From an optimization exercise on the open Yosys and OpenROAD flow, aimed at small area, a short achievable clock period and few clock cycles per item; shortcuts taken in it are not production practice. Function was checked by simulation only, so behaviour that the tests miss may differ from the original. No activity file was given, so power comes from the tool's default toggle rates.

## job 2684
// ml_accel
module ml_accel(
    input wire clk,
    input wire rst,
    input wire w_en,
    input wire r_en,
    input wire [5:0] addr,
    input wire [31:0] w_data,
    output reg [31:0] r_data,
    output reg done
    );
Settings: LEC_CHECK=0, ABC_AREA=1, CAP_MARGIN=20, CORE_MARGIN=2, CORE_UTILIZATION=40, CTS_BUF_LIST=sky130_fd_sc_hd__clkbuf_8 sky130_fd_sc_hd__clkbuf_16, CTS_CLUSTER_DIAMETER=80, CTS_CLUSTER_SIZE=30, SETUP_SLACK_MARGIN=5.0, SLEW_MARGIN=20, SYNTH_HIERARCHICAL=1, SYNTH_MINIMUM_KEEP_SIZE=0; clock period 10.0 ns.
standard.sh (not shown) runs the stock make flow with config.mk's settings and CLKGATE_MAP_FILE= SYNTH_SCRIPT=/design/flow/synth_recipe.tcl, a recipe that flattens the netlist after the stock synthesis.
==> flow/flow/run.sh <==
#!/bin/bash
# Standard layout, with two changes to how cells are sized:
#  - the port buffers are buf_2 cells instead of the default (a delay-buffer
#    cell that timing repair cannot resize away);
#  - timing repair may resize a cell to one of a different width.
set -euo pipefail
export BUFFER_PORTS_ARGS="-buffer_cell sky130_fd_sc_hd__buf_2"
bash standard.sh MATCH_CELL_FOOTPRINT=0 finish > standard.log 2>&1
Job 2684 | status: complete | timing, DRC, antenna: pass
Testbench counts of job 2684, summed over its fixed seeds: cycles 30,962, items 4,000.
> inputs changed (job 2684 -> job 4141)
Settings: SETUP_SLACK_MARGIN: 5.0 -> 4.5.
==> results.txt <==
Row final cell count without fillers: job 4141 lower / job 2684 higher. Job 4141 vs. job 2684: fill cell instance count of the final layout went up 37, total power went down about 2.3%. | total detailed-routing wirelength | lower: job 4141 |. Looking at achievable clock frequency, job 4141 sits below job 2684.
Setup changes, job 4141 to job 5366
Settings: a change of SETUP_SLACK_MARGIN from 4.5 to 4.7; an added PLACE_DENSITY of 0.7; a change of CORE_UTILIZATION from 40 to 55.
--- outcome ---
- Having completed the whole flow, job 5366 delivered a layout that passed the timing, DRC and antenna checks.
- acc_s[24] as the startpoint of the worst setup timing path was reported by job 5366, and addr[5] by job 4141.
- Delta (job 5366 minus job 4141): area overhead of the layout relative to synthesis lower; met3 layer wire length in the routed design grew by about 20%; half-perimeter wire length after placement closely matched the old numbers.
- In job 5366, the total track usage came out 8.5 points above the value in job 4141.
- Diff job 4141 -> job 5366: detailed-route wire length per cell grew by 6.7%; number of logic stages on the critical path including buffering grew by 2; final-layout clock-cell area share held steady.
- For the met1 track demand over resource, job 5366 came in 10 points higher than job 4141 did.
- The post-route fraction of the period consumed by the critical path of job 5366 is lower than that of job 4141.
- Met2 routed wirelength essentially unchanged between job 4141 and job 5366.
Setup changes, job 5366 to job 832
Settings: putting GPL_TIMING_DRIVEN at 0 where nothing was set; swapping 4.7 for 4.8 in SETUP_SLACK_MARGIN.
==> comparison <==
Compared with job 5366, job 832 ends up with more cell area.
[compare] base=job 5366 new=job 832: total power moved up, headroom to the max-slew limit moved up, number of clock buffer instances in the layout moved up, total detailed-routing wirelength moved up, layout-stage area growth over the synthesis result moved up.
Job 832: done, clean on timing, DRC and antenna
Job 832 reports a higher worst setup slack than job 5366 does.


xenon:
Starting RTL as in the previous note.
clock: 10.0 ns
lec_check: 0
abc_area: 1
cap_margin: 20
core_margin: 2
core_utilization: 55
cts_buf_list: sky130_fd_sc_hd__clkbuf_8 sky130_fd_sc_hd__clkbuf_16
cts_cluster_diameter: 80
cts_cluster_size: 30
place_density: 0.7
setup_slack_margin: 4.8
slew_margin: 20
synth_hierarchical: 1
synth_minimum_keep_size: 0
Scripts as last shown in full above: flow/flow/run.sh
xenon: flow completed, timing, DRC and antenna clean
Testbench counts of xenon, summed over its fixed seeds: cycles 30,962, items 4,000.
What tundra does differently from xenon at the input level:
Settings: SETUP_SLACK_MARGIN: 4.8 -> 4.9; CORE_UTILIZATION: 55 -> 40; PLACE_DENSITY: 0.7 -> unset.
- Re aggregate global-route resource usage: xenon and tundra aren't equal, and the lower value belongs to tundra.
- Looking at xenon and tundra, the maximum frequency is a wash.
- STATUS final clock skew: tundra loses against xenon
- ~same fraction of power consumed by the clock network in xenon and tundra
- Changes observed in tundra relative to xenon: count of inserted tapcells saw an increase; total power stayed essentially flat; hold slack moved down.
Edits applied to the flow inputs when going from tundra to raven:
Settings: SETUP_SLACK_MARGIN: 4.9 -> 5; PLACE_DENSITY: unset -> 0.7; TNS_END_PERCENT: unset -> 10; CORE_UTILIZATION: 40 -> 55.
==> results.txt <==
- The run with more setup slack is raven; tundra has less.
- Diff tundra -> raven: simple-gate portion of the synthesized area did not really move, non-clock buffer area fraction after layout did not really move.
> inputs changed (raven -> sierra)
Settings: SETUP_SLACK_MARGIN changed from 5 to 4.8.
Notes after the runs:
NOTE: switching share of power in sierra falls short of that of raven. Against raven, sierra reports a final critical path time including I/O delays and setup that is higher. Relative to raven, fraction of power consumed by sequential logic has increased by 0.5 points in sierra. Count of routing violations after the opening detailed-route iteration: sierra vs raven down about 18%. ~same met1 routed wirelength after detailed routing in sierra and raven. Hold-fix buffer count after cts: sierra vs raven identical. For the worst hold slack after final layout, sierra came in 3.8 ps higher than raven did.
The following lists how maple was set up differently from sierra:
Settings: PLACE_DENSITY: 0.7 -> 0.8; TNS_END_PERCENT: 10 -> unset; CORE_UTILIZATION: 55 -> 65.
--- outcome ---
As far as maximum clock frequency is concerned, sierra and maple perform about the same. As of maple, highest ir drop seen on vdd had risen by more than half compared to sierra. In terms of wire length, maple and sierra differ only marginally. ~same total number of multi-input combinational cells in maple and sierra. Summary — diode insertion count for antenna repair, maple relative to sierra: higher, by 1. Final net count: maple vs sierra — no meaningful difference.
Relative to maple, the following input files were edited for zinc:
Settings: PLACE_DENSITY changed from 0.8 to 0.7; SLEW_MARGIN changed from 20 to 5; CORE_UTILIZATION changed from 65 to 55; CAP_MARGIN changed from 20 to 5.
[summary]
zinc vs maple: maximum frequency up slightly. maple and zinc ended up with nearly the same number of clock sinks seen by CTS. zinc vs. maple: vertical die dimension went up by 19 um. In the reports for maple and zinc, the larger overall power consumption belongs to maple. Status: area taken by multi-input logic gates parity (maple, zinc). Placement row count came out higher on zinc than on maple. Total buffers and inverters traversed by the critical path for zinc is lower than for maple. Looking at maple and zinc, the routed wire length is a wash. Summary — relative contribution of combinational cells to total power, zinc relative to maple: lower, by 0.9 points. Critical path data arrival time: zinc < maple.

==> re-timing with driven ports <==
In the flow no input, the clock included, has a driving cell. The finished layouts below were timed again as built, in two steps. Step 1 assumes that a clkbuf_16 drives the clock port and a buf_2 every other input. Step 2, shift: input delay + t, output delay - t, t = (earliest + latest rising clock arrival at the registers) / 2. This alone moves slack from input paths to output paths. Slacks: ideal / step 1 / step 2; pairs: ideal / step 1.
| run | t (ns) | slack for setup (ns) | hold WS [ns] | latest minus earliest clock arrival (ns) | slew at the worst register clock pin (ns) |
|---|---|---|---|---|---|
| job 2684 | 0.670 | 4.948 / 4.910 / 4.575 | 0.461 / 0.461 / 0.461 | 0.050 / 0.051 | 0.11 / 0.11 |
| job 4141 | 0.685 | 4.661 / 4.640 / 4.320 | 0.464 / 0.464 / 0.464 | 0.049 / 0.049 | 0.11 / 0.11 |
| job 5366 | 0.664 | 4.748 / 4.691 / 4.412 | 0.474 / 0.474 / 0.474 | 0.044 / 0.044 | 0.11 / 0.11 |
| job 832 | 0.691 | 4.852 / 4.852 / 4.344 | 0.475 / 0.475 / 0.475 | 0.053 / 0.053 | 0.11 / 0.11 |
| xenon | 0.665 | 4.914 / 4.857 / 4.441 | 0.469 / 0.469 / 0.469 | 0.040 / 0.039 | 0.11 / 0.11 |
| tundra | 0.682 | 4.907 / 4.877 / 4.481 | 0.464 / 0.464 / 0.464 | 0.051 / 0.051 | 0.12 / 0.12 |
| raven | 0.672 | 4.936 / 4.884 / 4.483 | 0.470 / 0.470 / 0.470 | 0.060 / 0.060 | 0.11 / 0.11 |
| sierra | 0.667 | 4.858 / 4.831 / 4.432 | 0.473 / 0.473 / 0.473 | 0.044 / 0.044 | 0.11 / 0.11 |
| maple | 0.669 | 4.862 / 4.824 / 4.419 | 0.476 / 0.476 / 0.476 | 0.032 / 0.032 | 0.11 / 0.11 |
| zinc | 0.665 | 4.914 / 4.857 / 4.441 | 0.469 / 0.469 / 0.469 | 0.040 / 0.039 | 0.11 / 0.11 |
After both steps every run listed still meets setup and hold. For job 832, which loses most, drivers alone change the setup slack by 0.000 ns; drivers and shift together by -0.508 ns.
